This design comes from an exercise in tuning for small area, a short achievable clock period and few clock cycles per item on the open sky130 flow, not from production work.
In this exercise RTL edits were held to simulation tests only and were not proved equivalent to the original.

== v6 ==
Design net_4_8_12_16_16_1_10, start of the top module:
module net_4_8_12_16_16_1_10(clk, reset, input_valid, input_ready, input_data, output_valid, output_ready, output_data);
	input clk, reset, input_valid, output_ready;
	input signed [15 : 0] input_data;
	output signed [15 : 0] output_data;
	output output_valid, input_ready;
	logic [3:0] pos;           
	logic [15:0] pos1h;        
	logic [2:0] vf;            
	logic [2:0] cnt;           
	logic in_rdy;
	logic sv;                  
	logic fv;                  
	logic go;
	assign go = ~sv;
	logic in_xfer, launch, wrap, idle, new_valid;
	logic [2:0] cnt_n;
	logic [3:0] pos_n;
	logic [2:0] vf_n;
	assign in_xfer = input_valid & in_rdy;
	assign idle = ~vf[0] & ~vf[1] & ~(vf[2] & (pos <= 4'd8));
	assign wrap = go & (pos == 4'd15);
	assign launch = go & (cnt == 3'd4) & (wrap | idle);
	assign cnt_n = launch ? 3'd0 : cnt + {2'b0, in_xfer};
	logic rdy_room;
	assign rdy_room = ~vf_n[0] | (pos_n >= 4'd11);
	assign new_valid = (pos >= 4'd9) ? vf[1] : vf[2];
	always_comb begin
		pos_n = pos;
		vf_n = vf;
		if (launch) begin
			pos_n = 4'd0;
			vf_n = {vf[1:0], 1'b1};
		end else if (wrap) begin
			pos_n = 4'd0;
			vf_n = {vf[1:0], 1'b0};
		end else if (go) begin
			pos_n = pos + 4'd1;
		end
	end
	always_ff @(posedge clk) begin
		if (reset) begin
			pos <= 4'd0;
			pos1h <= 16'd1;
			vf <= 3'd0;
			cnt <= 3'd0;
			in_rdy <= 1'b1;
		end else begin
			pos <= pos_n;
			pos1h <= 16'd1 << pos_n;
			vf <= vf_n;
			cnt <= cnt_n;
			in_rdy <= in_xfer ? (cnt != 3'd3) & rdy_room : (launch | (cnt != 3'd4)) & rdy_room;
		end
	end
	function automatic logic [16:0] prodq(input logic [5:0] k, input logic [14:0] x);
		logic s, a4, a8, b1, b2, bn;
		logic [17:0] pa, pb, m;
		logic [15:0] q;
		{s, a4, a8, b1, b2, bn} = k;
  ...
Size in the first run: about 13000 cells after synthesis, about 1300 flip-flops, about 98000 um2 of cells after synthesis.
export LEC_CHECK = 0
export ABC_AREA = 1
export CAP_MARGIN = 50
export CORE_MARGIN = 2
export CORE_UTILIZATION = 60
export SLEW_MARGIN = 70
create_clock -name core_clock -period 12.0 [get_ports {clk}]
standard.sh (not shown) runs the stock make flow with config.mk's settings and CLKGATE_MAP_FILE= SYNTH_SCRIPT=/design/flow/synth_recipe.tcl, a recipe that flattens the netlist after the stock synthesis.
==> flow/flow/run.sh <==
#!/bin/bash
set -euo pipefail
export BUFFER_PORTS_ARGS="-buffer_cell sky130_fd_sc_hd__buf_4"
export SETUP_SLACK_MARGIN=8.6
bash standard.sh > standard.log 2>&1
Testbench counts of v6, summed over its fixed seeds: cycles 2,296, items 128.
What v7 does differently from v6 at the input level:
diff --git a/flow/design.v b/flow/design.v
--- a/flow/design.v
+++ b/flow/design.v
@@ -1,65 +1,83 @@
 module net_4_8_12_16_16_1_10(clk, reset, input_valid, input_ready, input_data, output_valid, output_ready, output_data);
 	input clk, reset, input_valid, output_ready;
 	input signed [15 : 0] input_data;
 	output signed [15 : 0] output_data;
 	output output_valid, input_ready;
 	logic [3:0] pos;           
 	logic [15:0] pos1h;        
 	logic [2:0] vf;            
 	logic [2:0] cnt;           
+	logic lch;                 
 	logic in_rdy;
 	logic sv;                  
 	logic fv;                  
-	logic go;
-	assign go = ~sv;
+	logic go;                  
+	logic starve;              
 	logic in_xfer, launch, wrap, idle, new_valid;
-	logic [2:0] cnt_n;
 	logic [3:0] pos_n;
 	logic [2:0] vf_n;
 	assign in_xfer = input_valid & in_rdy;
 	assign idle = ~vf[0] & ~vf[1] & ~(vf[2] & (pos <= 4'd8));
 	assign wrap = go & (pos == 4'd15);
-	assign launch = go & (cnt == 3'd4) & (wrap | idle);
-	assign cnt_n = launch ? 3'd0 : cnt + {2'b0, in_xfer};
-	logic rdy_room;
-	assign rdy_room = ~vf_n[0] | (pos_n >= 4'd11);
-	assign new_valid = (pos >= 4'd9) ? vf[1] : vf[2];
+	assign launch = go & ~lch & (cnt != 3'd0) & (wrap | idle);
+	assign new_valid = go & ((pos >= 4'd9) ? vf[1] : vf[2]);
 	always_comb begin
 		pos_n = pos;
 		vf_n = vf;
 		if (launch) begin
 			pos_n = 4'd0;
 			vf_n = {vf[1:0], 1'b1};
 		end else if (wrap) begin
 			pos_n = 4'd0;
 			vf_n = {vf[1:0], 1'b0};
 		end else if (go) begin
 			pos_n = pos + 4'd1;
 		end
 	end
+	function automatic logic [5:0] nxt(input logic xf, input logic [2:0] cnt, input logic lch,
+		input logic launch, input logic busy, input logic [3:0] pos_n);
+		logic [2:0] c;
+		logic l, r, st;
+		c = cnt + {2'b0, xf};
+		l = lch | launch;
+		if (l && c == 3'd4) begin
+			c = 3'd0;
+			l = 1'b0;
+		end
+		r = (c != 3'd4) & (l | ~busy | (pos_n >= 4'd11));
+		st = l & ((pos_n == 4'd0 && c < 3'd2) || (pos_n == 4'd1 && c < 3'd3) ||
+		          (pos_n == 4'd2 && c < 3'd4));
+		nxt = {c, l, r, st};
+	endfunction
+	logic [5:0] nx0, nx1, nx;
+	assign nx0 = nxt(1'b0, cnt, lch, launch, vf_n[0], pos_n);
+	assign nx1 = nxt(1'b1, cnt, lch, launch, vf_n[0], pos_n);
+	assign nx = in_xfer ? nx1 : nx0;
 	always_ff @(posedge clk) begin
 		if (reset) begin
 			pos <= 4'd0;
 			pos1h <= 16'd1;
 			vf <= 3'd0;
 			cnt <= 3'd0;
+			lch <= 1'b0;
 			in_rdy <= 1'b1;
+			starve <= 1'b0;
 		end else begin
 			pos <= pos_n;
 			pos1h <= 16'd1 << pos_n;
 			vf <= vf_n;
-			cnt <= cnt_n;
-			in_rdy <= in_xfer ? (cnt != 3'd3) & rdy_room : (launch | (cnt != 3'd4)) & rdy_room;
+			{cnt, lch, in_rdy, starve} <= nx;
 		end
 	end
+	assign go = ~sv & ~starve;
 	function automatic logic [16:0] prodq(input logic [5:0] k, input logic [14:0] x);
 		logic s, a4, a8, b1, b2, bn;
 		logic [17:0] pa, pb, m;
 		logic [15:0] q;
 		{s, a4, a8, b1, b2, bn} = k;
 		pa = ({18{a4}} & {1'b0, x, 2'b0}) | ({18{a8}} & {x, 3'b0});
 		pb = ({18{b1}} & {3'b0, x}) | ({18{b2}} & {2'b0, x, 1'b0}) | ({18{bn}} & ~{3'b0, x});
 		m = pa + pb + {17'b0, bn};
 		prodq = {s, m[17:15] != 3'b000, m[14:0]};
 	endfunction
 	function automatic logic [16:0] prodq1(input logic [9:0] k, input logic [15:0] xs);
## What came out
- There was hardly any difference in sequential fraction of total cell area between v7 and v6.
- Detailed route, v7 vs v6: via total lower for v7
- In the reports for v7 and v6, the smaller clock-buffer cell count belongs to v6.
- v6 -> v7: pin count of the biggest net entering global routing decreased by more than 10%
- Taking v6 as the reference, in v7 post-synthesis to final-layout area growth now sits higher; final cell count now sits lower; shortest clock period the worst path allows after layout now sits higher.
- Number of global-route vias before repair, v7 and v6, higher one = v6.
Testbench counts of v7, summed over its fixed seeds: cycles 2,272, items 128.

port drivers added, routing unchanged:
In the flow no input, the clock included, has a driving cell. The finished layouts below were timed again as built, in two steps.
Step 1, drivers: a clkbuf_16 drives clk and a buf_2 each remaining input, both assumed.
Step 2 moves the port delays by t, midway between the first and last clock arrival at a register: inputs arrive t later, outputs are due t later. That takes back most of the time a late clock gives input paths.
Three values: ideal ports, drivers, drivers and shift; two values: the first two.
| run | t, ns | setup slack, ns | hold WS [ns] | worst slew at a driven data input, ns | pins driven straight from the clock port |
|---|---|---|---|---|---|
| v6 | 0.894 | 8.217 / 8.124 / 8.140 | 0.411 / 0.411 / 0.411 | 0.03 | 1 |
| v7 | 0.870 | 8.091 / 7.996 / 8.064 | 0.418 / 0.418 / 0.418 | 0.17 | 1 |
After both steps setup and hold are still met in every run listed. For v6, which loses most, drivers alone change the setup slack by -0.093 ns; drivers and shift together by -0.077 ns.
